Background: an optimization exercise with open tools, aiming at small area. Do not read the settings as production practice. RTL that was checked went through simulation tests only; none was proved equivalent to the original. Only the layout flow was run in runs 1 to 4; the RTL was not checked for function there. The clock port is modelled as an ideal driver; clocking choices that lean on that would not hold on a real chip. Power is estimated from default activity; no workload was simulated.

<file path="config.mk">
export PLATFORM = sky130hd
export DESIGN_NAME = lab4
export DESIGN_NICKNAME = lab4
export VERILOG_FILES = /design/flow/design.v
export SDC_FILE = /design/flow/constraint.sdc
export NUM_CORES = 4
export LEC_CHECK = 0
export CAP_MARGIN = 20
export CORE_MARGIN = 2
export CORE_UTILIZATION = 70
export CTS_BUF_LIST = sky130_fd_sc_hd__clkbuf_8
export CTS_CLUSTER_DIAMETER = 200
export CTS_CLUSTER_SIZE = 30
export PLACE_DENSITY = 0.85
export SLEW_MARGIN = 20
export SYNTH_HIERARCHICAL = 1
export SYNTH_MINIMUM_KEEP_SIZE = 0
</file>
<file path="constraint.sdc">
create_clock -name core_clock -period 20.0 [get_ports {clk_50M}]
set_input_delay 4.0000 -clock core_clock [delete_from_list [all_inputs] [get_ports {clk_50M}]]
set_output_delay 4.0000 -clock core_clock [all_outputs]
set_load 0.01 [all_outputs]
</file>
<file path="design.v">
`timescale 1ns/10ps
module lab4(clk_50M,reset_n,write,write_control,write_address,write_data,write_complete,i2c_sda_o,i2c_sda_oe,i2c_scl);
	input clk_50M,reset_n,write;
	input [7:0] write_control;
	input [7:0] write_data;
	input [15:0] write_address;
	output write_complete;
	output i2c_scl;
	output i2c_sda_o;
	output i2c_sda_oe;
	reg write_d1;
	reg write_d2;
	reg idle;
	reg [11:0] cs;
	reg [1:0] q;
	reg [3:0] j;
	reg [1:0] g;
	wire busy = ~idle;
	wire tc = cs[11] & cs[10] & cs[9] & ~cs[8] & ~cs[7] & ~cs[5] & cs[4] & cs[2] & cs[1] & ~cs[0];
	wire load = idle | tc;
	wire adv = tc & q[1] & ~q[0];
	wire g3 = g[1] & ~g[0];
	wire tostop = j[3] & ~j[0] & g3;
	wire done = j[3] & j[0] & ~g[1] & ~g[0] & q[1] & q[0] & tc;
	always @(posedge clk_50M or negedge reset_n)
		if (!reset_n) begin
			write_d1 <= 1'b0;
			write_d2 <= 1'b0;
			idle <= 1'b1;
		end else begin
			write_d1 <= write;
			write_d2 <= write_d1;
			idle <= idle ? ~(write_d1 & ~write_d2) : done;
		end
	always @(posedge clk_50M) begin
		cs[11] <= ~(idle | (~tc & cs[10]));
		cs[10] <= ~(busy & (tc | cs[9]));
		cs[9] <= ~(~load & cs[8]);
		cs[8] <= ~(load | cs[7]);
		cs[7] <= ~(~load & cs[6]);
		cs[6] <= ~(load | cs[5]);
		cs[5] <= ~(~load & cs[4]);
		cs[4] <= ~(load | cs[3]);
		cs[3] <= ~(~load & cs[2]);
		cs[2] <= ~(load | cs[1]);
		cs[1] <= ~(~load & cs[0]);
		cs[0] <= busy & (tc ? q[0] : cs[11] ^ cs[0]);
		if (idle)
			q <= 2'b01;
		else if (tc)
			q <= {q[0], ~q[1]};
		if (idle) begin
			j <= 4'b1111;
			g <= 2'b10;
		end else if (adv) begin
			j[0] <= ~j[0] & (~j[3] | g3);
			j[1] <= (j[1] ^ j[0]) | tostop;
			j[2] <= (j[2] ^ (j[1] & j[0])) | tostop;
			j[3] <= (~j[3] & j[2] & j[1] & j[0]) | tostop;
			if (j[3])
				g <= {g[0], ~g[1]};
		end
	end
	wire [31:0] dv = {
		write_address[0], write_address[1], write_address[2], write_address[3],
		write_address[4], write_address[5], write_address[6], write_address[7],
		write_data[0], write_data[1], write_data[2], write_data[3],
		write_data[4], write_data[5], write_data[6], write_data[7],
		write_address[8], write_address[9], write_address[10], write_address[11],
		write_address[12], write_address[13], write_address[14], j[3],
		write_control[0], write_control[1], write_control[2], write_control[3],
		write_control[4], write_control[5], write_control[6], write_control[7]};
	wire [7:0] m1;
	wire [1:0] m2;
	genvar k;
	generate for (k = 0; k < 8; k = k + 1) begin : l1
		lab4_mux4 u (.s(j[1:0]), .d(dv[4*k+3:4*k]), .y(m1[k]));
	end endgenerate
	lab4_mux4 u20 (.s({g[0], j[2]}), .d(m1[3:0]), .y(m2[0]));
	lab4_mux4 u21 (.s({g[0], j[2]}), .d(m1[7:4]), .y(m2[1]));
	wire bit_v = g[1] ? m2[1] : m2[0];
	assign write_complete = idle;
	assign i2c_scl = idle | q[0];
	assign i2c_sda_o = idle | (~j[3] & bit_v);
	assign i2c_sda_oe = idle | ~j[3] | j[0] | (g3 & q[1] & ~q[0]);
endmodule
module lab4_mux4(s, d, y);
	input [1:0] s;
	input [3:0] d;
	output y;
	assign y = d[s];
endmodule
</file>
<file path="flow/run.sh">
#!/bin/bash
# Standard ORFS layout, with two changes:
#  - synthesis maps logic with an area-oriented ABC script (flow/abc_area.script)
#    in place of ORFS's abc_speed.script;
#  - port buffers are sky130_fd_sc_hd__buf_1.
set -euo pipefail
D=$(pwd)
mkdir -p "$D/scripts"
for f in "$FLOW_HOME"/scripts/*; do ln -sf "$f" "$D/scripts/"; done
rm -f "$D/scripts/abc_speed.script"
cp "$D/flow/abc_area.script" "$D/scripts/abc_speed.script"
export SCRIPTS_DIR="$D/scripts"
export BUFFER_PORTS_ARGS="-buffer_cell sky130_fd_sc_hd__buf_1"
bash standard.sh finish > "$D/standard.log" 2>&1
</file>
<file path="flow/abc_area.script">
&get -n
&st
&dch
&nf -R 1000 -p
&put
</file>
<file path="standard.sh">
#!/bin/bash
# synth_recipe.tcl (not shown) runs the flow's synth.tcl, then flattens the netlist and writes it again
# the make line also repeats each setting of config.mk as NAME=value (left out here)
make -C /OpenROAD-flow-scripts/flow DESIGN_CONFIG=/design/flow/config.mk WORK_HOME=/design/flow/orfs CLKGATE_MAP_FILE= SYNTH_SCRIPT=/design/flow/synth_recipe.tcl "${@:-finish}"
</file>
==> metrics.md, run 1 <==
| Metric | Value |
|---|---|
| Outcome | `no timing/DRC/antenna violations` |
| Slew HR | `55.0%` |
| Final hold viol count | `0` |
| Crit-path max cell delay | `0.48 ns` |
| Area leader, netlist | `dfxtp_1` |
| Area Growth Syn to Fin | `19.2%` |
| Internal power | `roughly 0.083 mW` |
| Switching share of power | `27.2%` |
| Final core occ | `86.4%` |
| Register bit count reported by yosys | `23` |
| Power Total | `0.114 mW` |
| Top cell type's share of synthesized area | `37.6%` |
| Startpoint types | `input pin` |
| Maximum buffer depth of the clock tree | `2` |
| Fmax | `0.106 GHz` |
| Crit path DAT | `between 5 and 6 ns` |
| DP Wirelength | `approximately 1800 um` |
| WL final | `approximately 2400 um` |
| Vias in the first global route | `roughly 870` |
| CTS Buf Count | `3` |
| Crit path cell chain | `buf_1 > mux4_2 > mux4_2 > mux2i_1 > o21bai_1 > buf_1` |
| Final instance area | `1270 um2` |
| Worst hold path depth | `1` |
| Tcrit/Tclk final | `47.1%` |
| Register-to-register path setup slack | `17.71 ns` |
| Synth area leaders | `dfxtp_1, mux4_2, nand2_1` |
| Pre-CTS setup slack | `about 11 ns` |
| Setup Fix Bufs, Post-CTS | `0` |
| Placed insts | `151` |
| CTS Root Cell | `clkbuf_8` |
| Final setup viols | `0` |
| Final WS setup | `around 11 ns` |
| Commonest cells after routing, fill and taps aside | `buf_1, dfxtp_1, nand2_1` |
| Critical path required time | `~16 ns` |
| Hold EP | `cs[7]$_DFF_P_` |
| Ant diodes | `0` |
| GR Util All Layers | `28.3%` |
| Minimum clock period | `9.42 ns` |
| Power Density | `around 90 nW/um2` |
| Fillers | `79` |
| Initial Util | `72.4%` |
| # rows | `14` |
| Vias | `902` |
| Net switching power | `0.0311 mW` |
| Worst-path fanout max | `1` |
| Clock Latency Late Sink | `roughly 0.26 ns` |
| Final net count | `about 180` |
| Setup Skew | `0.00529 ns` |
| Leakage | `approximately 0.53 nW` |
| Sequential share of power | `61.3%` |
| Core ar. | `around 1500 um2` |
| CTS tree | `built` |
| # DRC | `0` |
| Synth Cell Area | `1070 um2` |
| Die width | `~43 um` |
| Largest net degree at the start of global routing | `21` |
| Post-cts resize count | `0` |
| Critical Path Sink Type | `output port` |
| Placed Instance Area | `1220 um2` |
| Max IR drop VDD | `0.0783 mV` |
| Share of layout cells above drive strength 1 | `10.8%` |
| Via density | `5.82` |
| Critical R2R Launch | `cs[11]$_DFF_P_` |
| IO Pins | `39` |
| H-tree depth | `1` |
| Hold_ws | `0.379 ns` |
| Clock sink count | `23` |
| Average instance area after synthesis | `10.9 um2` |
| Chip height | `43.0 um` |
| Final RePlAce weighted congestion | `0.780` |
| Antenna-violating nets left | `0` |
| Crit Path Category | `input pin to output port` |
| R2R cell count | `7` |
| Commonest non-fill, non-tap cell in the layout | `buf_1` |
| Final non-filler cell total | `155` |
| Worst Hold Class | `register to register` |
| Global-route wire length before repair | `3800 um` |
| Crit Reg-Reg Endpoint | `g[0]$_SDFFE_PP0P_` |
| Die area | `roughly 1900 um2` |
| Hold Startpoint | `cs[6]$_DFF_P_` |
| Slew of the pin with the lowest slew margin | `0.675 ns` |
| Worst-path clk slew | `0.08 ns` |
| Overflow after GRT | `0` |
| Detailed router's first-iteration violation count | `14` |
| Port Buf Inserts | `37` |
| Final Max Tran Viols | `0` |
| RSZ-0062 raised after global routing | `false` |
| Worst path slowest cell | `mux4_2` |
| Clock power frac | `approximately 25%` |
| Initial antenna violation count | `0` |
| Power share of the combinational group | `13.9%` |
| # hold bufs at CTS | `0` |
| Setup TNS | `0 ns` |
| Syn_nets | `around 130` |
| DRT Pass-1 Iters | `4` |
| Yosys warns | `7` |
| Unique masters post-synth | `27` |
| Max cap viols | `0` |
| Post-Syn Instances | `98` |
| Register area share after synthesis | `~45%` |
| Wire length per cell | `around 16 um` |
## cell usage after synthesis
library cell  count
or3b_1            1
a21oi_1           3
nor3_1            1
mux4_2           10
dfstp_2           1
nor3b_1           1
xor2_1            2
a211o_1           1
nand3b_1          5
or3_1             1
o21ai_0           5
nand2b_1          5
clkinv_1          2
a41o_1            1
dfrtp_1           2
mux2i_1           2
ha_1              1
o31ai_1           1
nand2_1          15
dfxtp_1          20
nand3_1           3
nand4_1           1
nor2_1            9
o21bai_1          1
or2_0             2
nor2b_1           1
nor4_1            1
## power groups by stage
stage | clock network [mW] | registers [mW] | logic (mW)
floorplan | 0 | 0.0677 | 0.0109
global placement | 0 | 0.0694 | 0.0144
detailed placement | 0 | 0.0706 | 0.0155
CTS | 0.0283 | 0.0700 | 0.0163
global route | 0.0304 | 0.0714 | 0.0177
finish | 0.0283 | 0.0702 | 0.0159
## critical path, delay by kind of cell
family | cells | cell delay [ns]
AO/OA/AOI/OAI | 1 | 0.09
buffers and inverters | 2 | 0.23
multiplexers | 3 | 1.09
## registers in the layout (all words and copies together) (netlist names)
register  count
cs           12
g             2
idle          1
j             4
q             2
write_d1      1
write_d2      1
## Yosys stat by module, one instance, submodules excluded
module,flops+latches,times used
lab4,23,1
lab4_mux4,0,10
## cell families (layout without fill, tap and decap cells)
group                    after synthesis  count (layout)  synth area share [%]
AND/OR/NAND/NOR                       46              46                  21.8
adder cells (fa/ha/maj)                1               1                  1.17
buffers and inverters                  2              43                 0.704
XOR/XNOR                               2               2                  1.64
flip-flops                            23              23                  44.7
AO/OA/AOI/OAI                         12              12                  6.92
multiplexers                          12              12                  23.0
## worst max path at each step
stage          slack [ns]              from        end  depth (start not counted)
2_1_floorplan       10.87  write_address[0]  i2c_sda_o                          4
3_3_place_gp        10.63  write_address[0]  i2c_sda_o                          6
3_5_place_dp        10.57  write_control[4]  i2c_sda_o                          6
4_1_cts             10.58  write_control[4]  i2c_sda_o                          6
5_1_grt             10.52  write_address[0]  i2c_sda_o                          6
6_report            10.58  write_control[4]  i2c_sda_o                          6
## layer usage
layer	GRT usage (%)	share of wire, %
met1	36.9	42
met2	47.6	52
met3	6.81	5.7
met4	7.27	0.25
met5	0	0
## final cells by class
type | instances | area (um2) | area share (%)
repair buffers | 37 | 139 | 10.9
well taps | 16 | 20.0 | 1.57
inverters | 2 | 7.51 | 0.591
flip-flops and latches | 23 | 477 | 37.5
clock buffers | 3 | 41.3 | 3.25
clock inverters | 1 | 5.00 | 0.394
multi-input cells | 73 | 582 | 45.8
==> run 2: changes to the inputs <==
--- a/flow/run.sh
+++ b/flow/run.sh
@@ -11,4 +11,5 @@
 cp "$D/flow/abc_area.script" "$D/scripts/abc_speed.script"
 export SCRIPTS_DIR="$D/scripts"
 export BUFFER_PORTS_ARGS="-buffer_cell sky130_fd_sc_hd__buf_1"
+export CTS_ARGS="-buf_list sky130_fd_sc_hd__clkbuf_8 -root_buf sky130_fd_sc_hd__clkbuf_8 -dont_use_dummy_load -repair_clock_nets"
 bash standard.sh finish > "$D/standard.log" 2>&1
--- a/config.mk
+++ b/config.mk
@@ -8,9 +8,6 @@
 export CAP_MARGIN = 20
 export CORE_MARGIN = 2
 export CORE_UTILIZATION = 70
-export CTS_BUF_LIST = sky130_fd_sc_hd__clkbuf_8
-export CTS_CLUSTER_DIAMETER = 200
-export CTS_CLUSTER_SIZE = 30
 export PLACE_DENSITY = 0.85
 export SLEW_MARGIN = 20
 export SYNTH_HIERARCHICAL = 1
==> metrics.md, run 2 <==
| Metric | Value |
|---|---|
| Synth Cell Area | `1070 um2 (unchanged)` |
| # hold bufs at CTS | `0 (unchanged)` |
| Setup Fix Bufs, Post-CTS | `0 (unchanged)` |
| CTS tree | `built` |
| Crit path cell chain | `buf_1 > mux4_2 > mux4_2 > mux2i_1 > o21bai_1 > buf_1` |
| DRT Pass-1 Iters | `4 (unchanged)` |
| Via density | `5.86 (+0.65%)` |
| Wire length per cell | `16.0 um (+1.4%)` |
| Critical path required time | `16.00 ns (about the same)` |
| Tcrit/Tclk final | `47.1% (about the same)` |
| RSZ-0062 raised after global routing | `false` |
| Initial antenna violation count | `0 (unchanged)` |
| Fillers | `79 (unchanged)` |
| Max cap viols | `0 (unchanged)` |
| Synth area leaders | `dfxtp_1, mux4_2, nand2_1` |
| Worst Hold Class | `register to register` |
| WL final | `2460 um (+0.78%)` |
| Cell with the most instances after synthesis | `dfxtp_1` |
| Crit path DAT | `5.42 ns (about the same)` |
| Yosys warns | `7 (unchanged)` |
| Commonest non-fill, non-tap cell in the layout | `buf_1` |
| Post-synth EDFFs | `0 (unchanged)` |
| Global-route wire length before repair | `3840 um (+1.1%)` |
| Port Buf Inserts | `37 (unchanged)` |
| Antenna-violating nets left | `0 (unchanged)` |
| Core ar. | `1470 um2 (unchanged)` |
| Final net count | `176 (unchanged)` |
| Largest net degree at the start of global routing | `21 (unchanged)` |
| Setup TNS | `0 ns (unchanged)` |
| Critical Path Sink Type | `output port` |
| Minimum clock period | `9.42 ns (-0.00130 ns)` |
| Clock Latency Late Sink | `0.26 ns (about the same)` |
| Power Density | `89.1 nW/um2 (-1.1%)` |
| Most common library cells after synthesis | `dfxtp_1, nand2_1, mux4_2, nor2_1` |
| Startpoint types | `input pin` |
| DP Wirelength | `1830 um (unchanged)` |
| Crit Path Category | `input pin to output port` |
| Max IR drop VDD | `0.0783 mV (about the same)` |
| Average instance area after synthesis | `10.9 um2 (unchanged)` |
| Final setup viols | `0 (unchanged)` |
| Largest register FFs | `12 (unchanged)` |
| CTS Buf Count | `3 (unchanged)` |
| Area Growth Syn to Fin | `18.8%` |
| # rows | `14 (unchanged)` |
| Ant diodes | `0 (unchanged)` |
| Hold_ws | `0.384 ns (+0.00512 ns)` |
| CTS Root Cell | `clkbuf_8` |
| Fmax | `0.106 GHz (about the same)` |
| Leakage | `0.529 nW (-0.73%)` |
| Outcome | `no timing/DRC/antenna violations` |
| Commonest cells after routing, fill and taps aside | `buf_1, dfxtp_1, nand2_1` |
| Overflow after GRT | `0 (unchanged)` |
| Die width | `43.0 um (unchanged)` |
| Largest registers | `cs x12, j x4` |
| Worst-path clk slew | `0.08 ns (about the same)` |
| Unique masters post-synth | `27 (unchanged)` |
| Detailed router's first-iteration violation count | `23 (+9)` |
| Register bit count reported by yosys | `23 (unchanged)` |
| Area leader, netlist | `dfxtp_1` |
| Maximum buffer depth of the clock tree | `2 (unchanged)` |
| Die area | `1850 um2 (unchanged)` |
| Share of layout cells above drive strength 1 | `10.1% (-0.65 points)` |
| Chip height | `43.0 um (unchanged)` |
| Initial Util | `72.4% (unchanged)` |
| Slew of the pin with the lowest slew margin | `0.674 ns (-0.000644 ns)` |
| Final hold viol count | `0 (unchanged)` |
| Post-cts resize count | `0 (unchanged)` |
| Vias | `902 (unchanged)` |
| H-tree depth | `1 (unchanged)` |
| IO Pins | `39 (unchanged)` |
| Post-synth top flop | `dfxtp_1` |
| Clock sink count | `23 (unchanged)` |
| Fraction of registers with async set/reset | `13.0% (unchanged)` |
| Register area share after synthesis | `44.7% (unchanged)` |
| Worst path slowest cell | `mux4_2` |
| Final RePlAce weighted congestion | `0.780 (unchanged)` |
| Most flops, register | `cs` |
| # DRC | `0 (unchanged)` |
| Post-Syn Instances | `98 (unchanged)` |
| Vias in the first global route | `872 (+0.35%)` |
| Worst-path fanout max | `1 (unchanged)` |
| Setup Skew | `0.00550 ns (+0.000207 ns)` |
| Final Max Tran Viols | `0 (unchanged)` |
| Top cell type's share of synthesized area | `37.6% (unchanged)` |
| Slew HR | `55.0% (about the same)` |
| Crit-path max cell delay | `0.48 ns (about the same)` |
| Syn_nets | `134 (unchanged)` |
| GR Util All Layers | `28.9% (+0.63 points)` |
==> run 2: cell counts after synthesis <==
No cell type changed its count.
==> run 2: per-module statistics from Yosys (local to each module, per instance) <==
module	cells inside	flip-flops and latches	times used
lab4	88	23	1
lab4_mux4	1	0	10
==> run 2: path summary, 6_finish.rpt <==
check	to	start	cells after the start	slack (ns)
max	i2c_sda_o	write_control[4]	6	10.58
min reg2reg	write_d2$_DFF_PN0_	write_d1$_DFF_PN0_	0	0.38
max in group asynchronous	idle$_DFF_PN1_	reset_n	1	16.23
max reg2reg	g[0]$_SDFFE_PP0P_	cs[11]$_DFF_P_	7	17.71
min in group asynchronous	write_d2$_DFF_PN0_	reset_n	1	3.54
min	write_d2$_DFF_PN0_	write_d1$_DFF_PN0_	0	0.38
==> run 2: layout make-up <==
| type | instances | area, um2 | share of cell area, % |
|---|---|---|---|
| multi-input cells | 73 | 582 | 45.9 |
| inverters | 2 | 7.51 | 0.593 |
| flip-flops and latches | 23 | 477 | 37.6 |
| clock buffers | 3 | 41.3 | 3.26 |
| well taps | 16 | 20.0 | 1.58 |
| repair buffers | 37 | 139 | 11.0 |
==> run 2: report_power, final <==
group          leakage, nW  total, mW  internal [mW]  switching [mW]
logic                0.308     0.0159        0.00890         0.00698
clock network       0.0216     0.0267         0.0134          0.0133
registers            0.200     0.0702         0.0606         0.00960
==> run 2: layer usage <==
metal  track usage (%)  routed length (um)  up-vias
met5                 0                   0        -
li1                  -                   -      441
met3              8.09                 131        0
met4              7.27                   0        0
met2              49.1                1300       33
met1              36.6                1030      428
==> run 2: cells by family (layout without fill, tap and decap cells) <==
group | Yosys count | count (layout) | share of synthesized area, %
compound gates | 12 | 12 | 6.92
xor+xnor | 2 | 2 | 1.64
fa+ha+maj | 1 | 1 | 1.17
buf+inv | 2 | 42 | 0.704
flops | 23 | 23 | 44.7
mux | 12 | 12 | 23.0
simple gates | 46 | 46 | 21.8
==> run 2: critical path: cells and delay by family <==
kind | cells | cell delay, ns
multiplexers | 3 | 1.09
buffers and inverters | 2 | 0.23
AO/OA/AOI/OAI | 1 | 0.09
==> run 2: through the flow <==
step	std cells	cell area, um2	utilization (%)	setup slack, ns	power [mW]
2_1_floorplan	98	1070	-	10.87	0.0786
3_3_place_gp	151	1220	83.2	10.63	0.0837
3_5_place_dp	151	1220	83.2	10.57	0.0862
4_1_cts	154	1270	86.1	10.58	0.113
5_1_grt	154	1270	86.1	10.52	0.118
6_report	154	1270	86.1	10.58	0.113
==> run 3: changes to the inputs <==
--- a/flow/run.sh
+++ b/flow/run.sh
@@ -11,5 +11,5 @@
 cp "$D/flow/abc_area.script" "$D/scripts/abc_speed.script"
 export SCRIPTS_DIR="$D/scripts"
 export BUFFER_PORTS_ARGS="-buffer_cell sky130_fd_sc_hd__buf_1"
-export CTS_ARGS="-buf_list sky130_fd_sc_hd__clkbuf_8 -root_buf sky130_fd_sc_hd__clkbuf_8 -dont_use_dummy_load -repair_clock_nets"
+export CTS_ARGS="-sink_clustering_enable -sink_clustering_size 40 -sink_clustering_max_diameter 500 -buf_list sky130_fd_sc_hd__clkbuf_8 -root_buf sky130_fd_sc_hd__clkbuf_8 -dont_use_dummy_load -repair_clock_nets"
 bash standard.sh finish > "$D/standard.log" 2>&1
==> metrics.md, run 3 <==
| Metric | Value |
|---|---|
| Post-synth top flop | `dfxtp_1` |
| Final WS setup | `10.58 ns (unchanged)` |
| # hold bufs at CTS | `0 (unchanged)` |
| Worst-path fanout max | `1 (unchanged)` |
| Clock sink count | `23 (unchanged)` |
| Clock Latency Late Sink | `0.26 ns (about the same)` |
| Global-route wire length before repair | `3840 um (unchanged)` |
| Maximum buffer depth of the clock tree | `2 (unchanged)` |
| Port Buf Inserts | `37 (unchanged)` |
| GR Util All Layers | `28.9% (unchanged)` |
| Max cap viols | `0 (unchanged)` |
| CTS tree | `built` |
| Crit Path Category | `input pin to output port` |
| Slew HR | `55.0% (unchanged)` |
| Die area | `1850 um2 (unchanged)` |
| Final Max Tran Viols | `0 (unchanged)` |
| Setup TNS | `0 ns (unchanged)` |
| DP Wirelength | `1830 um (unchanged)` |
| Final RePlAce weighted congestion | `0.780 (unchanged)` |
| IO Pins | `39 (unchanged)` |
| Post-cts resize count | `0 (unchanged)` |
| Pre-CTS setup slack | `10.57 ns (unchanged)` |
| Setup Fix Bufs, Post-CTS | `0 (unchanged)` |
| Minimum clock period | `9.42 ns (unchanged)` |
| Tcrit/Tclk final | `47.1% (unchanged)` |
| Critical Path Sink Type | `output port` |
| Slew of the pin with the lowest slew margin | `0.674 ns (unchanged)` |
| Leakage | `0.529 nW (unchanged)` |
| Crit path cell chain | `buf_1 > mux4_2 > mux4_2 > mux2i_1 > o21bai_1 > buf_1` |
| Most flops, register | `cs` |
| Chip height | `43.0 um (unchanged)` |
| Outcome | `no timing/DRC/antenna violations` |
| Worst path slowest cell | `mux4_2` |
| Final net count | `176 (unchanged)` |
| Crit-path max cell delay | `0.48 ns (about the same)` |
| Synth area leaders | `dfxtp_1, mux4_2, nand2_1` |
| Worst Hold Class | `register to register` |
| Final setup viols | `0 (unchanged)` |
| # DRC | `0 (unchanged)` |
| Setup Skew | `0.00550 ns (unchanged)` |
| Largest registers | `cs x12, j x4` |
| Synth Cell Area | `1070 um2 (unchanged)` |
| Wire length per cell | `16.0 um (unchanged)` |
| Overflow after GRT | `0 (unchanged)` |
| Commonest non-fill, non-tap cell in the layout | `buf_1` |
| Power Density | `89.1 nW/um2 (unchanged)` |
| Max IR drop VDD | `0.0783 mV (unchanged)` |
| H-tree depth | `1 (unchanged)` |
| Vias | `902 (unchanged)` |
| Unique masters post-synth | `27 (unchanged)` |
| Area Growth Syn to Fin | `18.8% (unchanged)` |
| Vias in the first global route | `872 (unchanged)` |
| Post-Syn Instances | `98 (unchanged)` |
| # rows | `14 (unchanged)` |
| Area leader, netlist | `dfxtp_1` |
| CTS Root Cell | `clkbuf_8` |
| Final instance area | `1270 um2 (unchanged)` |
| Final hold viol count | `0 (unchanged)` |
| Crit path DAT | `5.42 ns (about the same)` |
| Startpoint types | `input pin` |
| Power Total | `0.113 mW (unchanged)` |
| Cell with the most instances after synthesis | `dfxtp_1` |
| WL final | `2460 um (unchanged)` |
| Post-synth EDFFs | `0 (unchanged)` |
| Critical path required time | `16.00 ns (about the same)` |
| Largest net degree at the start of global routing | `21 (unchanged)` |
| Initial Util | `72.4% (unchanged)` |
| DRT Pass-1 Iters | `4 (unchanged)` |
| Initial antenna violation count | `0 (unchanged)` |
| Die width | `43.0 um (unchanged)` |
| RSZ-0062 raised after global routing | `false` |
| Antenna-violating nets left | `0 (unchanged)` |
| Detailed router's first-iteration violation count | `23 (unchanged)` |
| Syn_nets | `134 (unchanged)` |
| Worst-path clk slew | `0.08 ns (about the same)` |
| Ant diodes | `0 (unchanged)` |
| Yosys warns | `7 (unchanged)` |
| Fmax | `0.106 GHz (unchanged)` |
| Most common library cells after synthesis | `dfxtp_1, nand2_1, mux4_2, nor2_1` |
| Via density | `5.86 (unchanged)` |
| CTS Buf Count | `3 (unchanged)` |
| Register area share after synthesis | `44.7% (unchanged)` |
| Share of layout cells above drive strength 1 | `10.1% (unchanged)` |
| Commonest cells after routing, fill and taps aside | `buf_1, dfxtp_1, nand2_1` |
| Top cell type's share of synthesized area | `37.6% (unchanged)` |
| Fraction of registers with async set/reset | `13.0% (unchanged)` |
| Core ar. | `1470 um2 (unchanged)` |
| Register bit count reported by yosys | `23 (unchanged)` |
| Placed Instance Area | `1220 um2 (unchanged)` |
| Largest register FFs | `12 (unchanged)` |
| Average instance area after synthesis | `10.9 um2 (unchanged)` |
==> run 3: path summary, 6_finish.rpt <==
check | startpoint | to | slack, ns | depth (start not counted)
worst min register to register | write_d1$_DFF_PN0_ | write_d2$_DFF_PN0_ | 0.38 | 0
max in group asynchronous | reset_n | idle$_DFF_PN1_ | 16.23 | 1
worst max register to register | cs[11]$_DFF_P_ | g[0]$_SDFFE_PP0P_ | 17.71 | 7
worst min-delay path | write_d1$_DFF_PN0_ | write_d2$_DFF_PN0_ | 0.38 | 0
min in group asynchronous | reset_n | write_d2$_DFF_PN0_ | 3.54 | 1
worst max-delay path | write_control[4] | i2c_sda_o | 10.58 | 6
==> run 3: logic make-up after synthesis <==
kind of cell / synth area share (%)
flops: 44.7
buf+inv: 0.704
fa+ha+maj: 1.17
mux: 23.0
simple gates: 21.8
compound gates: 6.92
xor+xnor: 1.64
==> run 3: critical path, delay by kind of cell <==
family | cells | cell delay [ns]
buf+inv | 2 | 0.23
compound gates | 1 | 0.09
mux | 3 | 1.09
==> run 3: report_power, final <==
part | total, mW | switching (mW) | internal [mW]
registers | 0.0702 | 0.00960 | 0.0606
logic | 0.0159 | 0.00698 | 0.00890
clock network | 0.0267 | 0.0133 | 0.0134
==> run 3: modules after synthesis, one instance, submodules excluded <==
module     copies in the design  flops+latches  area [um2]  cells inside
lab4_mux4                    10              0        22.5             1
lab4                          1             23         841            88
==> run 3: stage by stage <==
step	utilization [%]	cells	hold slack (ns)
floorplan	-	98	0.343
global placement	83.2	151	0.346
detailed placement	83.2	151	0.367
CTS	86.1	154	0.384
global route	86.1	154	0.402
finish	86.1	154	0.384
==> run 3: routing by layer <==
metal | track usage [%] | vias up | share of wire (%)
met4 | 7.27 | 0 | 0
met5 | 0 | - | 0
met1 | 36.6 | 428 | 42
met2 | 49.1 | 33 | 53
li1 | - | 441 | -
met3 | 8.09 | 0 | 5.3
==> run 3: cell type report <==
type	count	area, um2
Sequential cell	23	477
Inverter	2	7.51
Fill cell	79	205
Multi-Input combinational cell	73	582
Tap cell	16	20.0
Clock buffer	3	41.3
Timing Repair Buffer	37	139
==> run 4: changes to the inputs <==
--- a/flow/run.sh
+++ b/flow/run.sh
@@ -11,5 +11,5 @@
 cp "$D/flow/abc_area.script" "$D/scripts/abc_speed.script"
 export SCRIPTS_DIR="$D/scripts"
 export BUFFER_PORTS_ARGS="-buffer_cell sky130_fd_sc_hd__buf_1"
-export CTS_ARGS="-sink_clustering_enable -sink_clustering_size 40 -sink_clustering_max_diameter 500 -buf_list sky130_fd_sc_hd__clkbuf_8 -root_buf sky130_fd_sc_hd__clkbuf_8 -dont_use_dummy_load -repair_clock_nets"
+export CTS_ARGS="-buf_list sky130_fd_sc_hd__clkbuf_4 sky130_fd_sc_hd__clkbuf_8 -root_buf sky130_fd_sc_hd__clkbuf_2 -dont_use_dummy_load -repair_clock_nets"
 bash standard.sh finish > "$D/standard.log" 2>&1
==> metrics.md, run 4 <==
| Metric | Value |
|---|---|
| IO Pins | `39 (unchanged)` |
| Most common library cells after synthesis | `dfxtp_1, nand2_1, mux4_2, nor2_1` |
| Synth Area in XOR/XNOR | `1.64% (unchanged)` |
| Last stage reached | `clock tree synthesis` |
| Synth Area in Simple Gates | `21.8% (unchanged)` |
| Register bit count reported by yosys | `23 (unchanged)` |
| Area leader, netlist | `dfxtp_1` |
| Post-Syn Instances | `98 (unchanged)` |
| Syn_nets | `134 (unchanged)` |
| Port Buf Inserts | `37 (unchanged)` |
| Synth area leaders | `dfxtp_1, mux4_2, nand2_1` |
| Chip height | `43.0 um (unchanged)` |
| Largest family of logic cells by synthesized area | `multiplexers` |
| Die width | `43.0 um (unchanged)` |
| Synth Area in Adders | `1.17% (unchanged)` |
| Unique masters post-synth | `27 (unchanged)` |
| Compound-cell area share of the yosys netlist | `6.92% (unchanged)` |
| # rows | `14 (unchanged)` |
| Synth Cell Area | `1070 um2 (unchanged)` |
| Top cell type's share of synthesized area | `37.6% (unchanged)` |
| Pre-CTS setup slack | `10.57 ns (unchanged)` |
| Post-synth EDFFs | `0 (unchanged)` |
| Fraction of registers with async set/reset | `13.0% (unchanged)` |
| Post-synth top flop | `dfxtp_1` |
| Cell with the most instances after synthesis | `dfxtp_1` |
| DP Wirelength | `1830 um (unchanged)` |
| Initial Util | `72.4% (unchanged)` |
| Register area share after synthesis | `44.7% (unchanged)` |
| Yosys warns | `7 (unchanged)` |
| Mux cell area share after synthesis | `23.0% (unchanged)` |
| Average instance area after synthesis | `10.9 um2 (unchanged)` |
| Err | `[ERROR STA-0564] clock_tree_synthesis positional arguments not supported.` |
| Outcome | `did not finish` |
| Final RePlAce weighted congestion | `0.780 (unchanged)` |
## run 4: cell counts after synthesis
Identical to the previous run, type by type.
## run 4: worst max path at each step
stage          slack [ns]  cells past startpoint   endpoint        startpoint
2_1_floorplan       10.87                      4  i2c_sda_o  write_address[0]
3_3_place_gp        10.63                      6  i2c_sda_o  write_address[0]
3_5_place_dp        10.57                      6  i2c_sda_o  write_control[4]
## run 4: metrics by stage
| step | util, % | power [mW] | instances | hold WS [ns] | area (um2) |
|---|---|---|---|---|---|
| after floorplan | - | 0.0786 | 98 | 0.343 | 1070 |
| after detailed placement | 83.2 | 0.0862 | 151 | 0.367 | 1220 |
| after global placement | 83.2 | 0.0837 | 151 | 0.346 | 1220 |
## run 4: kinds of logic after synthesis
logic type,Yosys count
and+or+nand+nor,46
AOI/OAI and AO/OA,12
xor gates and xnor gates,2
muxes,12
adders and majority gates,1
DFF,23
buffers and inverters,2
## run 4: power by group through the flow
stage	registers (mW)	clock network (mW)	logic, mW
2_1_floorplan	0.0677	0	0.0109
3_3_place_gp	0.0694	0	0.0144
3_5_place_dp	0.0706	0	0.0155
## run 4: modules after synthesis, one instance, submodules excluded
module     cells  flops+latches
lab4_mux4      1              0
lab4          88             23
==> run 5: changes to the inputs <==
--- a/design.v
+++ b/design.v
@@ -25,13 +25,13 @@
 	always @(posedge clk_50M or negedge reset_n)
 		if (!reset_n) begin
 			write_d1 <= 1'b0;
-			write_d2 <= 1'b0;
 			idle <= 1'b1;
 		end else begin
 			write_d1 <= write;
-			write_d2 <= write_d1;
 			idle <= idle ? ~(write_d1 & ~write_d2) : done;
 		end
+	always @(posedge clk_50M)
+		write_d2 <= write_d1;
 	always @(posedge clk_50M) begin
 		cs[11] <= ~(idle | (~tc & cs[10]));
 		cs[10] <= ~(busy & (tc | cs[9]));
==> flow/run.sh (replaced) <==
#!/bin/bash
# Standard ORFS layout (standard.sh), with these changes:
#  - synthesis maps logic with an area-oriented ABC script (flow/abc_area.script)
#    in place of ORFS's abc_speed.script;
#  - port buffers are sky130_fd_sc_hd__buf_1;
#  - CTS adds no dummy load cells.
set -euo pipefail
D=$(pwd)
mkdir -p "$D/scripts"
for f in "$FLOW_HOME"/scripts/*; do ln -sf "$f" "$D/scripts/"; done
rm -f "$D/scripts/abc_speed.script"
cp "$D/flow/abc_area.script" "$D/scripts/abc_speed.script"
export SCRIPTS_DIR="$D/scripts"
export BUFFER_PORTS_ARGS="-buffer_cell sky130_fd_sc_hd__buf_1"
export CTS_ARGS="-sink_clustering_enable -repair_clock_nets -dont_use_dummy_load"
bash standard.sh finish > "$D/standard.log" 2>&1
==> flow/abc_area.script (replaced) <==
&get -n
&st
&dc2
&dch -f
&nf -R 1000 -p -C 32 -F 8 -A 8
&put
==> metrics.md, run 5 <==
| Metric | Value |
|---|---|
| # rows | `13 (-1)` |
| Cell with the most instances after synthesis | `dfxtp_1` |
| Power Density | `58.8 nW/um2` |
| # hold bufs at CTS | `0` |
| Net switching power | `0.0138 mW` |
| DP Wirelength | `1840 um (+0.33%)` |
| Crit path DAT | `5.40 ns` |
| Detailed router's first-iteration violation count | `19` |
| Worst-path clk slew | `0.11 ns` |
| Top cell type's share of synthesized area | `41.6% (+4.1 points)` |
| Final setup viols | `0` |
| Clock Latency Late Sink | `0.30 ns` |
| Syn_nets | `127 (-5.2%)` |
| Yosys warns | `7 (unchanged)` |
| Tcrit/Tclk final | `47.0%` |
| RSZ-0062 raised after global routing | `false` |
| Area Growth Syn to Fin | `17.8%` |
| Initial Util | `76.6% (+4.2 points)` |
| CTS tree | `built` |
| Maximum buffer depth of the clock tree | `2` |
| Final Max Tran Viols | `0` |
| Largest registers | `cs x12, j x4` |
| Slew of the pin with the lowest slew margin | `0.628 ns` |
| Port Buf Inserts | `37 (unchanged)` |
| Commonest non-fill, non-tap cell in the layout | `buf_1` |
| Share of layout cells above drive strength 1 | `10.7%` |
| Setup Skew | `0.00850 ns` |
| Unique masters post-synth | `25 (-7.4%)` |
| Final RePlAce weighted congestion | `0.762 (-2.3%)` |
| Chip height | `42.0 um (-2.4%)` |
| Startpoint types | `input pin` |
| Critical Path Sink Type | `output port` |
| CTS Root Cell | `clkbuf_4` |
| Internal power | `between 0.05 and 0.06 mW` |
| Power share of the combinational group | `6.3%` |
| Final net count | `169` |
| Die area | `1760 um2` |
| Worst Hold Class | `register to register` |
| Post-Syn Instances | `91 (-7.1%)` |
| Ant diodes | `0` |
| Setup Fix Bufs, Post-CTS | `0` |
| Max IR drop VDD | `0.0739 mV` |
| Placed insts | `143 (-5.3%)` |
| Final hold viol count | `0` |
| Sequential share of power | `66.0%` |
| Global-route wire length before repair | `4100 um` |
| GR Util All Layers | `31.9%` |
| Post-cts resize count | `0` |
| # DRC | `0` |
| Most common library cells after synthesis | `dfxtp_1, nand2_1, mux4_2, o21ai_0, nor2_1` |
| Slew HR | `58.1%` |
| H-tree depth | `1` |
| Vias in the first global route | `922` |
| Synth area leaders | `dfxtp_1, mux4_2, o21ai_0` |
| Commonest cells after routing, fill and taps aside | `buf_1, dfxtp_1, nand2_1` |
| Die width | `42.0 um (-2.4%)` |
| WL final | `between 2000 and 2500 um` |
| Antenna-violating nets left | `0` |
| Critical path required time | `roughly 16 ns` |
| Largest net degree at the start of global routing | `17` |
| Setup TNS | `0 ns` |
| Clock power frac | `27.8%` |
| Via density | `6.32` |
| Wire length per cell | `between 15 and 20 um` |
| Switching share of power | `19.7%` |
| IO Pins | `39 (unchanged)` |
| Post-synth top flop | `dfxtp_1` |
| Register area share after synthesis | `46.7% (+2.0 points)` |
| Register bit count reported by yosys | `23 (unchanged)` |
| Overflow after GRT | `0` |
| DRT Pass-1 Iters | `4` |
| Largest register FFs | `12` |
| Leakage | `0.461 nW` |
| Synth Cell Area | `1010 um2 (-5.3%)` |
| CTS Buf Count | `3` |
| Final non-filler cell total | `146` |
| Core ar. | `1320 um2` |
| Average instance area after synthesis | `11.1 um2 (+2.0%)` |
| Initial antenna violation count | `0` |
| Minimum clock period | `9.40 ns` |
| Max cap viols | `0` |
| Clock sink count | `23` |
| Post-synth EDFFs | `0 (unchanged)` |
| Fmax | `0.106 GHz` |
| Most flops, register | `cs` |
| Outcome | `no timing/DRC/antenna violations` |
| Fraction of registers with async set/reset | `8.70% (-4.3 points)` |
| Worst-path fanout max | `1` |
| Vias | `922` |
| Area leader, netlist | `dfxtp_1` |
| Crit Path Category | `input pin to output port` |
[run 5: Yosys stat by module, one instance, submodules excluded]
module / flops+latches / cells / area, um2
lab4: 23 / 81 / 785
lab4_mux4: 0 / 1 / 22.5
[run 5: final cells by class]
cell class	count	area [um2]
sequential	23	472
tap	15	18.8
inverter	3	11.3
fill	61	128
clock buffer	3	22.5
timing repair buffer	37	139
multi-input combinational	65	527
[run 5: power by group through the flow]
stage	Clock (mW)	Sequential (mW)	Combinational (mW)
6_report	0.0194	0.0461	0.00439
5_1_grt	0.0218	0.0462	0.00474
4_1_cts	0.0193	0.0461	0.00433
3_5_place_dp	0	0.0472	0.00433
3_3_place_gp	0	0.0471	0.00396
2_1_floorplan	0	0.0471	0.00185
[run 5: cell families after synthesis]
group                      count (synthesis)  share of synthesized area, %
AOI/OAI and AO/OA                         19                          10.9
xor gates and xnor gates                   1                         0.868
adders and majority gates                  1                          1.24
buffers and inverters                      3                          1.12
DFF                                       23                          46.7
muxes                                     12                          24.3
and+or+nand+nor                           32                          14.9
[run 5: metrics by stage]
| step | cell area [um2] | util [%] | total power, mW | setup WS (ns) | hold WS (ns) |
|---|---|---|---|---|---|
| floorplan | 1010 | - | 0.0490 | 10.87 | 0.343 |
| global placement | 1170 | 88.6 | 0.0511 | 10.67 | 0.345 |
| detailed placement | 1170 | 88.6 | 0.0515 | 10.62 | 0.355 |
| CTS | 1190 | 90.3 | 0.0698 | 10.62 | 0.382 |
| global route | 1190 | 90.3 | 0.0727 | 10.49 | 0.399 |
| finish | 1190 | 90.3 | 0.0700 | 10.60 | 0.381 |
[run 5: routing by layer]
layer	up-vias	routed length (um)	GRT usage, %
li1	423	-	-
met1	439	929	38.5
met2	50	1200	49.7
met3	10	168	11.6
met4	0	97	17.4
met5	-	0	0
[run 5: worst paths after layout]
kind,startpoint,endpoint,slack (ns),depth (start not counted)
max,write_data[4],i2c_sda_o,10.60,6
min,cs[6]$_DFF_P_,cs[7]$_DFF_P_,0.38,1
max reg2reg,cs[11]$_DFF_P_,g[0]$_SDFFE_PP0P_,17.91,7
min reg2reg,cs[6]$_DFF_P_,cs[7]$_DFF_P_,0.38,1
max in group asynchronous,reset_n,idle$_DFF_PN1_,16.33,1
min in group asynchronous,reset_n,write_d1$_DFF_PN0_,3.46,1
[run 5: critical path: stages]
cell      delay [ns]
buf_1           0.09
mux4_2          0.48
mux4_2          0.49
mux2i_1         0.15
o21bai_1        0.07
buf_1           0.13
==> run 6: changes to the inputs <==
--- a/config.mk
+++ b/config.mk
@@ -6,9 +6,9 @@
 export NUM_CORES = 4
 export LEC_CHECK = 0
 export CAP_MARGIN = 20
-export CORE_MARGIN = 2
-export CORE_UTILIZATION = 70
-export PLACE_DENSITY = 0.85
+export CORE_AREA = 2 2 68 68
+export DIE_AREA = 0 0 70 70
+export PLACE_DENSITY = 0.9
 export SLEW_MARGIN = 20
 export SYNTH_HIERARCHICAL = 1
 export SYNTH_MINIMUM_KEEP_SIZE = 0
==> metrics.md, run 6 <==
| Metric | Value |
|---|---|
| Outcome | `no timing/DRC/antenna violations` |
| Routed wl met3 | `58 um (-65%)` |
| # DRC | `0 (unchanged)` |
| Final hold viol count | `0 (unchanged)` |
| Tcrit/Tclk final | `46.8% (-0.27 points)` |
| Unique masters post-synth | `25 (unchanged)` |
| Final net count | `169 (unchanged)` |
| WL met2 | `1120 um (-7.1%)` |
| Final non-filler cell total | `183 (+25%)` |
| Post-cts resize count | `0 (unchanged)` |
| Chip height | `70 um (+67%)` |
| CTS tree | `built` |
| Compound-cell area share of the yosys netlist | `10.9% (unchanged)` |
| CTS Root Cell | `clkbuf_8` |
| Die area | `4900 um2 (+180%)` |
| Largest registers | `cs x12, j x4` |
| Critical Path Sink Type | `output port` |
| Cell with the most instances after synthesis | `dfxtp_1` |
| Max cap viols | `0 (unchanged)` |
| Post-synth top flop | `dfxtp_1` |
| Power Density | `61.6 nW/um2 (+4.8%)` |
| Setup Skew | `0.00589 ns (-0.00261 ns)` |
| Average instance area after synthesis | `11.1 um2 (unchanged)` |
| Most flops, register | `cs` |
| # hold bufs at CTS | `0 (unchanged)` |
| Minimum clock period | `9.35 ns (-0.0537 ns)` |
| RSZ-0062 raised after global routing | `false` |
| Synth area leaders | `dfxtp_1, mux4_2, o21ai_0` |
| Synth Area in Simple Gates | `14.9% (unchanged)` |
| Most common library cells after synthesis | `dfxtp_1, nand2_1, mux4_2, o21ai_0, nor2_1` |
| Yosys warns | `7 (unchanged)` |
| Setup TNS | `0 ns (unchanged)` |
| Initial Util | `23.7% (-53 points)` |
| Synth Area in XOR/XNOR | `0.867% (unchanged)` |
| Clock sink count | `23 (unchanged)` |
| Via density | `4.69 (-26%)` |
| Power Total | `0.0773 mW (+11%)` |
| Commonest cells after routing, fill and taps aside | `buf_1, dfxtp_1, nand2_1` |
| Detailed router's first-iteration violation count | `7 (-12)` |
| Placed insts | `180 (+26%)` |
| Commonest non-fill, non-tap cell in the layout | `buf_1` |
| GR Util All Layers | `9.57% (-22 points)` |
| Register bit count reported by yosys | `23 (unchanged)` |
| Vias | `859 (-6.8%)` |
| # rows | `24 (+11)` |
| Slew HR | `58.1% (+0.060 points)` |
| Setup Fix Bufs, Post-CTS | `0 (unchanged)` |
| Vias in the first global route | `884 (-4.1%)` |
| Post-synth EDFFs | `0 (unchanged)` |
| Wire length per cell | `11.7 um (-28%)` |
| Critical path required time | `16.00 ns (about the same)` |
| WL final | `2150 um (-10%)` |
| Share of layout cells above drive strength 1 | `10.7% (unchanged)` |
| Overflow after GRT | `0 (unchanged)` |
| Fraction of registers with async set/reset | `8.70% (unchanged)` |
| Crit path DAT | `5.35 ns (-0.05 ns)` |
| Worst-path clk slew | `0.07 ns (-0.04 ns)` |
| Top cell type's share of synthesized area | `41.6% (unchanged)` |
| Met1 wire length | `886 um (-4.6%)` |
| Worst Hold Class | `register to register` |
| Top sig layer | `met4` |
| Area leader, netlist | `dfxtp_1` |
| IO Pins | `39 (unchanged)` |
| Worst-path fanout max | `1 (unchanged)` |
| Port Buf Inserts | `37 (unchanged)` |
| Register area share after synthesis | `46.7% (unchanged)` |
| Fmax | `0.107 GHz (+0.57%)` |
| Slew of the pin with the lowest slew margin | `0.627 ns (-0.000895 ns)` |
| Leakage | `0.468 nW (+1.7%)` |
| Antenna-violating nets left | `0 (unchanged)` |
| Largest net degree at the start of global routing | `17 (unchanged)` |
| Mux cell area share after synthesis | `24.3% (unchanged)` |
| Area Growth Syn to Fin | `24.3%` |
| Global-route wire length before repair | `3840 um (-6.4%)` |
| Synth Area in Adders | `1.24% (unchanged)` |
| Final setup viols | `0 (unchanged)` |
| Max IR drop VDD | `0.0159 mV (-78%)` |
| Largest family of logic cells by synthesized area | `multiplexers` |
| Clock Latency Late Sink | `0.26 ns (-0.04 ns)` |
| H-tree depth | `1 (unchanged)` |
| Post-Syn Instances | `91 (unchanged)` |
| Core ar. | `4260 um2 (+220%)` |
| Syn_nets | `127 (unchanged)` |
| Largest register FFs | `12 (unchanged)` |
| Synth Cell Area | `1010 um2 (unchanged)` |
| Die width | `70 um (+67%)` |
| CTS Buf Count | `3 (unchanged)` |
| DRT Pass-1 Iters | `4 (unchanged)` |
| Final RePlAce weighted congestion | `0.716 (-6.0%)` |
| Initial antenna violation count | `0 (unchanged)` |
| Crit Path Category | `input pin to output port` |
| Maximum buffer depth of the clock tree | `2 (unchanged)` |
| Final Max Tran Viols | `0 (unchanged)` |
| Ant diodes | `0 (unchanged)` |
| Startpoint types | `input pin` |
| DP Wirelength | `1730 um (-6.0%)` |
[run 6: cell types whose count changed in the layout (fill, tap and decap cells not counted)]
cell and change:
clkbuf_8 +3, clkbuf_4 -3
[run 6: final cells by class]
class | count | area [um2]
fill | 450 | 3010
multi-input combinational | 65 | 527
sequential | 23 | 472
timing repair buffer | 37 | 139
tap | 52 | 65.1
clock buffer | 3 | 41.3
inverter | 3 | 11.3
[run 6: final timing paths]
check,start,end,slack [ns],cells past startpoint
hold reg to reg,write_d1$_DFF_PN0_,write_d2$_DFF_P_,0.37,0
min in group asynchronous,reset_n,write_d1$_DFF_PN0_,3.51,1
setup / recovery,write_address[7],i2c_sda_o,10.65,6
setup reg to reg,cs[11]$_DFF_P_,g[0]$_SDFFE_PP0P_,18.18,7
max in group asynchronous,reset_n,idle$_DFF_PN1_,16.28,1
hold / removal,write_d1$_DFF_PN0_,write_d2$_DFF_P_,0.37,0
[run 6: report_power, final]
group	internal, mW	switching, mW
Sequential	0.0460	0.0000622
Combinational	0.00307	0.00124
Clock	0.0134	0.0135
Total	0.0625	0.0148
[run 6: stage by stage]
step                      cell area (um2)  worst slack, ns  hold slack, ns  utilization (%)
final                                1250            10.65           0.368             29.4
after global routing                 1250            10.59           0.388             29.4
after CTS                            1250            10.64           0.368             29.4
after detailed placement             1210            10.65           0.358             28.5
after global placement               1210            10.66           0.346             28.5
after floorplan                      1010            10.87           0.343                -
[run 6: per-layer routing]
metal / GRT usage, % / up-vias
li1: - / 416
met1: 10.8 / 409
met2: 16.4 / 25
met3: 1.59 / 9
met4: 6.62 / 0
met5: 0 / -
[run 6: logic make-up after synthesis]
family	count (synthesis)
and+or+nand+nor	32
DFF	23
AOI/OAI and AO/OA	19
muxes	12
xor gates and xnor gates	1
buffers and inverters	3
adders and majority gates	1
[run 6: worst max-delay path: stages]
cell and delay, ns:
buf_1 0.09, mux4_2 0.45, mux4_2 0.46, mux2i_1 0.14, o21bai_1 0.07, buf_1 0.13
[run 6: modules after synthesis (local to each module, per instance)]
module	cells inside	copies in the design	flops+latches
lab4	81	1	23
lab4_mux4	1	10	0
==> run 7: changes to the inputs <==
--- a/flow/run.sh
+++ b/flow/run.sh
@@ -12,5 +12,5 @@
 cp "$D/flow/abc_area.script" "$D/scripts/abc_speed.script"
 export SCRIPTS_DIR="$D/scripts"
 export BUFFER_PORTS_ARGS="-buffer_cell sky130_fd_sc_hd__buf_1"
-export CTS_ARGS="-sink_clustering_enable -repair_clock_nets -dont_use_dummy_load"
+export CTS_ARGS="-sink_clustering_enable -repair_clock_nets -dont_use_dummy_load -buf_list sky130_fd_sc_hd__clkbuf_4"
 bash standard.sh finish > "$D/standard.log" 2>&1
==> metrics.md, run 7 <==
| Metric | Value |
|---|---|
| Post-synth top flop | `dfxtp_1` |
| DP Wirelength | `1730 um (unchanged)` |
| Setup TNS | `0 ns (unchanged)` |
| Startpoint types | `input pin` |
| Critical R2R Launch | `cs[11]$_DFF_P_` |
| Hold Startpoint | `write_d1$_DFF_PN0_` |
| Clock power frac | `28.0% (-6.8 points)` |
| Worst-path clk slew | `0.12 ns (+0.05 ns)` |
| Final setup viols | `0 (unchanged)` |
| Cell with the most instances after synthesis | `dfxtp_1` |
| Power share of the combinational group | `6.2% (+0.6 points)` |
| Detailed router's first-iteration violation count | `21 (+14)` |
| Final Max Tran Viols | `0 (unchanged)` |
| Wire length per cell | `11.8 um (+0.37%)` |
| Ant diodes | `0 (unchanged)` |
| Final core occ | `29.0% (-0.44 points)` |
| Post-cts resize count | `0 (unchanged)` |
| Maximum buffer depth of the clock tree | `2 (unchanged)` |
| Crit path DAT | `5.36 ns (about the same)` |
| CP top delay family | `multiplexers` |
| Internal power | `0.0562 mW (-10%)` |
| Crit Reg-Reg Endpoint | `g[0]$_SDFFE_PP0P_` |
| Crit Path Category | `input pin to output port` |
| Final RePlAce weighted congestion | `0.716 (unchanged)` |
| Crit-path max cell delay | `0.46 ns (about the same)` |
| Max cap viols | `0 (unchanged)` |
| Switching share of power | `19.8% (+0.70 points)` |
| Leakage | `0.461 nW (-1.7%)` |
| Worst-path fanout max | `1 (unchanged)` |
| Max IR drop VDD | `0.0194 mV (+22%)` |
| Unique masters post-synth | `25 (unchanged)` |
| Register-to-register path setup slack | `18.16 ns (-0.02 ns)` |
| Final hold viol count | `0 (unchanged)` |
| Initial Util | `23.7% (unchanged)` |
| Buf+Inv Stages, Crit Path | `2 (unchanged)` |
| Slew of the pin with the lowest slew margin | `0.630 ns (+0.00294 ns)` |
| CTS Buf Count | `3 (unchanged)` |
| Area leader, netlist | `dfxtp_1` |
| Worst hold path depth | `0 (unchanged)` |
| DRT Pass-1 Iters | `4 (unchanged)` |
| Outcome | `no timing/DRC/antenna violations` |
| Post-Syn Instances | `91 (unchanged)` |
| Commonest cells after routing, fill and taps aside | `buf_1, dfxtp_1, nand2_1` |
| Most common library cells after synthesis | `dfxtp_1, nand2_1, mux4_2, o21ai_0, nor2_1` |
| Setup Fix Bufs, Post-CTS | `0 (unchanged)` |
| Area Growth Syn to Fin | `22.4%` |
| Chip height | `70 um (unchanged)` |
| Vias in the first global route | `866 (-2.0%)` |
| Via density | `4.65 (-0.93%)` |
| Post-synth EDFFs | `0 (unchanged)` |
| Placed Instance Area | `1210 um2 (unchanged)` |
| Port Buf Inserts | `37 (unchanged)` |
| CTS Root Cell | `clkbuf_4` |
| Register bit count reported by yosys | `23 (unchanged)` |
| Routed wl met3 | `55 um (-5.2%)` |
| Largest registers | `cs x12, j x4` |
| Largest register FFs | `12 (unchanged)` |
| IO Pins | `39 (unchanged)` |
| Tcrit/Tclk final | `46.8% (+0.050 points)` |
| Hold EP | `write_d2$_DFF_P_` |
| Top sig layer | `met4` |
| Worst path slowest cell | `mux4_2` |
| Initial antenna violation count | `0 (unchanged)` |
| Share of layout cells above drive strength 1 | `10.7% (unchanged)` |
| Clock sink count | `23 (unchanged)` |
| Final instance area | `1240 um2 (-1.5%)` |
| WL met2 | `1110 um (-0.27%)` |
| Commonest non-fill, non-tap cell in the layout | `buf_1` |
| GR Util All Layers | `9.33% (-0.24 points)` |
| Register area share after synthesis | `46.7% (unchanged)` |
| # DRC | `0 (unchanged)` |
| Power Density | `56.6 nW/um2 (-8.1%)` |
| Critical Path Sink Type | `output port` |
| Setup Skew | `0.00933 ns (+0.00344 ns)` |
| # hold bufs at CTS | `0 (unchanged)` |
| Final net count | `169 (unchanged)` |
| # rows | `24 (unchanged)` |
| Final non-filler cell total | `183 (unchanged)` |
| Largest net degree at the start of global routing | `17 (unchanged)` |
| Sequential share of power | `65.9% (+6.3 points)` |
| Worst Hold Class | `register to register` |
| H-tree depth | `1 (unchanged)` |
| Die width | `70 um (unchanged)` |
| Clock Latency Late Sink | `0.30 ns (+0.04 ns)` |
| Core ar. | `4260 um2 (unchanged)` |
| Overflow after GRT | `0 (unchanged)` |
| Critical path required time | `16.00 ns (about the same)` |
| Power Total | `0.0700 mW (-9.4%)` |
| Top cell type's share of synthesized area | `41.6% (unchanged)` |
| Syn_nets | `127 (unchanged)` |
| WL final | `2160 um (+0.37%)` |
| Most flops, register | `cs` |
| Vias | `851 (-0.93%)` |
| Synth Cell Area | `1010 um2 (unchanged)` |
| R2R cell count | `7 (unchanged)` |
| Synth area leaders | `dfxtp_1, mux4_2, o21ai_0` |
| Fraction of registers with async set/reset | `8.70% (unchanged)` |
| Average instance area after synthesis | `11.1 um2 (unchanged)` |
| Crit path cell chain | `buf_1 > mux4_2 > mux4_2 > mux2i_1 > o21bai_1 > buf_1` |
| RSZ-0062 raised after global routing | `false` |
| Antenna-violating nets left | `0 (unchanged)` |
| Die area | `4900 um2 (unchanged)` |
| Yosys warns | `7 (unchanged)` |
| Global-route wire length before repair | `3740 um (-2.5%)` |
| Fmax | `0.107 GHz (-0.11%)` |
| CTS tree | `built` |
| Placed insts | `180 (unchanged)` |
| Minimum clock period | `9.36 ns (+0.00990 ns)` |
| Net switching power | `0.0139 mW (-6.1%)` |
| Slew HR | `57.9% (-0.20 points)` |
| Met1 wire length | `906 um (+2.3%)` |
run 7: logic make-up after synthesis:
logic type	share of synthesized area (%)
DFF	46.7
buffers and inverters	1.12
xor gates and xnor gates	0.868
adders and majority gates	1.24
and+or+nand+nor	14.9
muxes	24.3
AOI/OAI and AO/OA	10.9
run 7: metrics by stage:
| stage | hold slack (ns) | worst slack (ns) |
|---|---|---|
| 2_1_floorplan | 0.343 | 10.87 |
| 3_3_place_gp | 0.346 | 10.66 |
| 3_5_place_dp | 0.358 | 10.65 |
| 4_1_cts | 0.370 | 10.64 |
| 5_1_grt | 0.393 | 10.59 |
| 6_report | 0.374 | 10.64 |
run 7: worst max path at each step:
| stage | from | endpoint | slack [ns] | cells past startpoint |
|---|---|---|---|---|
| after CTS | write_address[4] | i2c_sda_o | 10.64 | 6 |
| after global placement | write_address[0] | i2c_sda_o | 10.66 | 6 |
| final | write_address[7] | i2c_sda_o | 10.64 | 6 |
| after detailed placement | write_address[4] | i2c_sda_o | 10.65 | 6 |
| after global routing | write_address[4] | i2c_sda_o | 10.59 | 6 |
| after floorplan | write_address[0] | i2c_sda_o | 10.87 | 4 |
run 7: worst register-to-register path: stages (launching register included):
cell and delay (ns):
dfxtp_1 0.38, nand2_1 0.06, nor3_1 0.13, nand4_1 0.25
nor2_1 0.40, and2_0 0.29, nor2_1 0.06, a211oi_1 0.19
run 7: layout make-up:
| cell class | count | area, um2 |
|---|---|---|
| repair buffers | 37 | 139 |
| clock buffers | 3 | 22.5 |
| well taps | 52 | 65.1 |
| multi-input cells | 65 | 527 |
| flip-flops and latches | 23 | 472 |
| fillers | 450 | 3030 |
| inverters | 3 | 11.3 |
run 7: layer usage:
metal | track usage (%) | up-vias
met1 | 10.7 | 399
met3 | 1.44 | 8
li1 | - | 419
met5 | 0 | -
met2 | 16.2 | 25
met4 | 5.77 | 0
run 7: modules after synthesis (local to each module, per instance):
module,cell area [um2],cells,flops+latches
lab4_mux4,22.5,1,0
lab4,785,81,23
run 7: power groups by stage:
stage | Combinational (mW) | Clock [mW] | Sequential (mW)
2_1_floorplan | 0.00185 | 0 | 0.0471
3_3_place_gp | 0.00416 | 0 | 0.0471
3_5_place_dp | 0.00433 | 0 | 0.0471
4_1_cts | 0.00435 | 0.0201 | 0.0461
5_1_grt | 0.00472 | 0.0222 | 0.0462
6_report | 0.00432 | 0.0196 | 0.0461
==> run 8: changes to the inputs <==
==> flow/run.sh (replaced) <==
#!/bin/bash
# Standard ORFS layout (standard.sh), with these changes:
#  - synthesis maps logic with an area-oriented ABC script (flow/abc_area.script)
#    in place of ORFS's abc_speed.script;
#  - port buffers are sky130_fd_sc_hd__buf_1;
#  - the clock tree is a single clkbuf_8 at the centre of the registers
#    (flow/cts.tcl in place of ORFS's cts.tcl; everything else in it unchanged).
set -euo pipefail
D=$(pwd)
mkdir -p "$D/scripts"
for f in "$FLOW_HOME"/scripts/*; do ln -sf "$f" "$D/scripts/"; done
rm -f "$D/scripts/abc_speed.script" "$D/scripts/cts.tcl"
cp "$D/flow/abc_area.script" "$D/scripts/abc_speed.script"
cp "$D/flow/cts.tcl" "$D/scripts/cts.tcl"
export SCRIPTS_DIR="$D/scripts"
export BUFFER_PORTS_ARGS="-buffer_cell sky130_fd_sc_hd__buf_1"
export CLOCK_PORT_NAME=clk_50M
export CLOCK_BUFFER_CELL=sky130_fd_sc_hd__clkbuf_8
bash standard.sh finish > "$D/standard.log" 2>&1
==> flow/cts.tcl (new file) <==
utl::set_metrics_stage "cts__{}"
source $::env(SCRIPTS_DIR)/load.tcl
source $::env(SCRIPTS_DIR)/lec_check.tcl
erase_non_stage_variables cts
load_design 3_place.odb 3_place.sdc
source_step_tcl PRE CTS

# Clone clock tree inverters next to register loads
# so cts does not try to buffer the inverted clocks.
repair_clock_inverters

proc save_progress { stage } {
  puts "Run 'make gui_$stage.odb' to load progress snapshot"
  orfs_write_db $::env(RESULTS_DIR)/$stage.odb
  orfs_write_sdc $::env(RESULTS_DIR)/$stage.sdc
}

# Clock tree: one clock buffer, placed at the centre of the registers, drives
# every register clock pin.
set_dont_use $::env(DONT_USE_CELLS)
set sx 0
set sy 0
set n 0
foreach inst [[ord::get_db_block] getInsts] {
  if { [[$inst getMaster] isSequential] } {
    set box [$inst getBBox]
    set sx [expr { $sx + ([$box xMin] + [$box xMax]) / 2.0 }]
    set sy [expr { $sy + ([$box yMin] + [$box yMax]) / 2.0 }]
    incr n
  }
}
set dbu [[ord::get_db_tech] getDbUnitsPerMicron]
set cx [expr { $sx / $n / $dbu }]
set cy [expr { $sy / $n / $dbu }]
set clk_port [lindex [get_ports $::env(CLOCK_PORT_NAME)] 0]
set clk_net [get_nets -of_objects $clk_port]
log_cmd insert_buffer -buffer_cell $::env(CLOCK_BUFFER_CELL) -net $clk_net \
  -location [list $cx $cy] -buffer_name clkbuf_0_clk -net_name clknet_0_clk
global_connect
set_propagated_clock [all_clocks]

utl::push_metrics_stage "cts__{}__pre_repair_timing"
log_cmd estimate_parasitics -placement
if { $::env(DETAILED_METRICS) } {
  report_metrics 4 "cts pre-repair-timing"
}
utl::pop_metrics_stage

set_placement_padding -global \
  -left $::env(CELL_PAD_IN_SITES_DETAIL_PLACEMENT) \
  -right $::env(CELL_PAD_IN_SITES_DETAIL_PLACEMENT)

set result [catch { detailed_placement } msg]
if { $result != 0 } {
  save_progress 4_1_error
  error "Detailed placement failed in CTS: $msg"
}

log_cmd estimate_parasitics -placement

if { $::env(CTS_SNAPSHOTS) } {
  save_progress 4_1_pre_repair_hold_setup
}

if { !$::env(SKIP_CTS_REPAIR_TIMING) } {
  if { $::env(EQUIVALENCE_CHECK) } {
    write_eqy_verilog 4_before_rsz.v
  }
  if { $::env(LEC_CHECK) } {
    write_lec_verilog 4_before_rsz_lec.v
  }

  repair_timing_helper

  if { $::env(EQUIVALENCE_CHECK) } {
    run_equivalence_test
  }
  if { $::env(LEC_CHECK) } {
    write_lec_verilog 4_after_rsz_lec.v
    run_lec_test 4_rsz 4_before_rsz_lec.v 4_after_rsz_lec.v
  }

  set result [catch { detailed_placement } msg]
  if { $result != 0 } {
    save_progress 4_1_error
    error "Detailed placement failed in CTS: $msg"
  }

  check_placement -verbose
}

report_metrics 4 "cts final"

source_step_tcl POST CTS

orfs_write_db $::env(RESULTS_DIR)/4_1_cts.odb
orfs_write_sdc $::env(RESULTS_DIR)/4_cts.sdc
==> metrics.md, run 8 <==
| Metric | Value |
|---|---|
| Final RePlAce weighted congestion | `0.716 (unchanged)` |
| DP Wirelength | `1730 um (unchanged)` |
| Initial Util | `23.7% (unchanged)` |
| Synth area leaders | `dfxtp_1, mux4_2, o21ai_0` |
| Chip height | `70 um (unchanged)` |
| Pre-CTS setup slack | `10.65 ns (unchanged)` |
| # rows | `24 (unchanged)` |
| Cell with the most instances after synthesis | `dfxtp_1` |
| Err | `[ERROR STA-0100] unsupported object type Port.` |
| Area leader, netlist | `dfxtp_1` |
| Die width | `70 um (unchanged)` |
| Top cell type's share of synthesized area | `41.6% (unchanged)` |
| Port Buf Inserts | `37 (unchanged)` |
| Post-Syn Instances | `91 (unchanged)` |
| Average instance area after synthesis | `11.1 um2 (unchanged)` |
| Last stage reached | `clock tree synthesis` |
| Yosys warns | `7 (unchanged)` |
| Unique masters post-synth | `25 (unchanged)` |
| Outcome | `did not finish` |
| Post-synth EDFFs | `0 (unchanged)` |
| Post-synth top flop | `dfxtp_1` |
| IO Pins | `39 (unchanged)` |
| Synth Cell Area | `1010 um2 (unchanged)` |
| Syn_nets | `127 (unchanged)` |
| Register area share after synthesis | `46.7% (unchanged)` |
| Fraction of registers with async set/reset | `8.70% (unchanged)` |
| Register bit count reported by yosys | `23 (unchanged)` |
| Most common library cells after synthesis | `dfxtp_1, nand2_1, mux4_2, o21ai_0, nor2_1` |
## run 8: cell counts after synthesis
Identical to the previous run, type by type.
## run 8: how the worst max path moves through the flow
stage	startpoint	endpoint	slack (ns)	cells after the start
floorplan	write_address[0]	i2c_sda_o	10.87	4
global placement	write_address[0]	i2c_sda_o	10.66	6
detailed placement	write_address[4]	i2c_sda_o	10.65	6
## run 8: power groups by stage
stage	combinational (mW)	clock, mW	sequential, mW
after global placement	0.00416	0	0.0471
after detailed placement	0.00433	0	0.0471
after floorplan	0.00185	0	0.0471
## run 8: modules after synthesis (local to each module, per instance)
module,cell area (um2),copies in the design
lab4,785,1
lab4_mux4,22.5,10
## run 8: cell families after synthesis
logic type | after synthesis | share of synthesized area, %
flip-flops | 23 | 46.7
multiplexers | 12 | 24.3
AND/OR/NAND/NOR | 32 | 14.9
XOR/XNOR | 1 | 0.868
AO/OA/AOI/OAI | 19 | 10.9
buffers and inverters | 3 | 1.12
adder cells (fa/ha/maj) | 1 | 1.24
## run 8: stage by stage
step / util, % / power [mW] / area (um2) / hold slack [ns] / std cells
3_5_place_dp: 28.5 / 0.0515 / 1210 / 0.358 / 180
2_1_floorplan: - / 0.0490 / 1010 / 0.343 / 91
3_3_place_gp: 28.5 / 0.0513 / 1210 / 0.346 / 180

==> afterwards: timing with drivers on the ports <==
No port has a modelled driver above. Below, the same layouts with a new extraction and two added sets of constraints. Step 1 sets driving cells, clkbuf_16 on the clock port and buf_2 on the other inputs (assumed; they add their load-dependent delay and slew). Step 2 times the ports against the registers' clock, not the clock port: input delays grow and output delays shrink by t, the midpoint of the rising clock arrivals with the driver on. Three values: ideal, step 1, step 2; two values: the first two.
| run | t, ns | setup slack, ns | worst hold slack (ns) | worst setup path after step 2 | slew at the worst register clock pin (ns) |
|---|---|---|---|---|---|
| run 1 | 0.281 | 10.583 / 10.560 / 10.560 | 0.379 / 0.379 / 0.379 | input to output | 0.08 / 0.08 |
| run 2 | 0.277 | 10.585 / 10.562 / 10.562 | 0.384 / 0.384 / 0.384 | input to output | 0.08 / 0.08 |
| run 3 | 0.277 | 10.585 / 10.562 / 10.562 | 0.384 / 0.384 / 0.384 | input to output | 0.08 / 0.08 |
| run 5 | 0.318 | 10.596 / 10.574 / 10.574 | 0.381 / 0.381 / 0.381 | input to output | 0.11 / 0.11 |
| run 6 | 0.281 | 10.649 / 10.629 / 10.629 | 0.368 / 0.368 / 0.368 | input to output | 0.07 / 0.07 |
| run 7 | 0.320 | 10.640 / 10.619 / 10.619 | 0.374 / 0.374 / 0.374 | input to output | 0.12 / 0.12 |
After both steps every run listed still meets setup and hold.
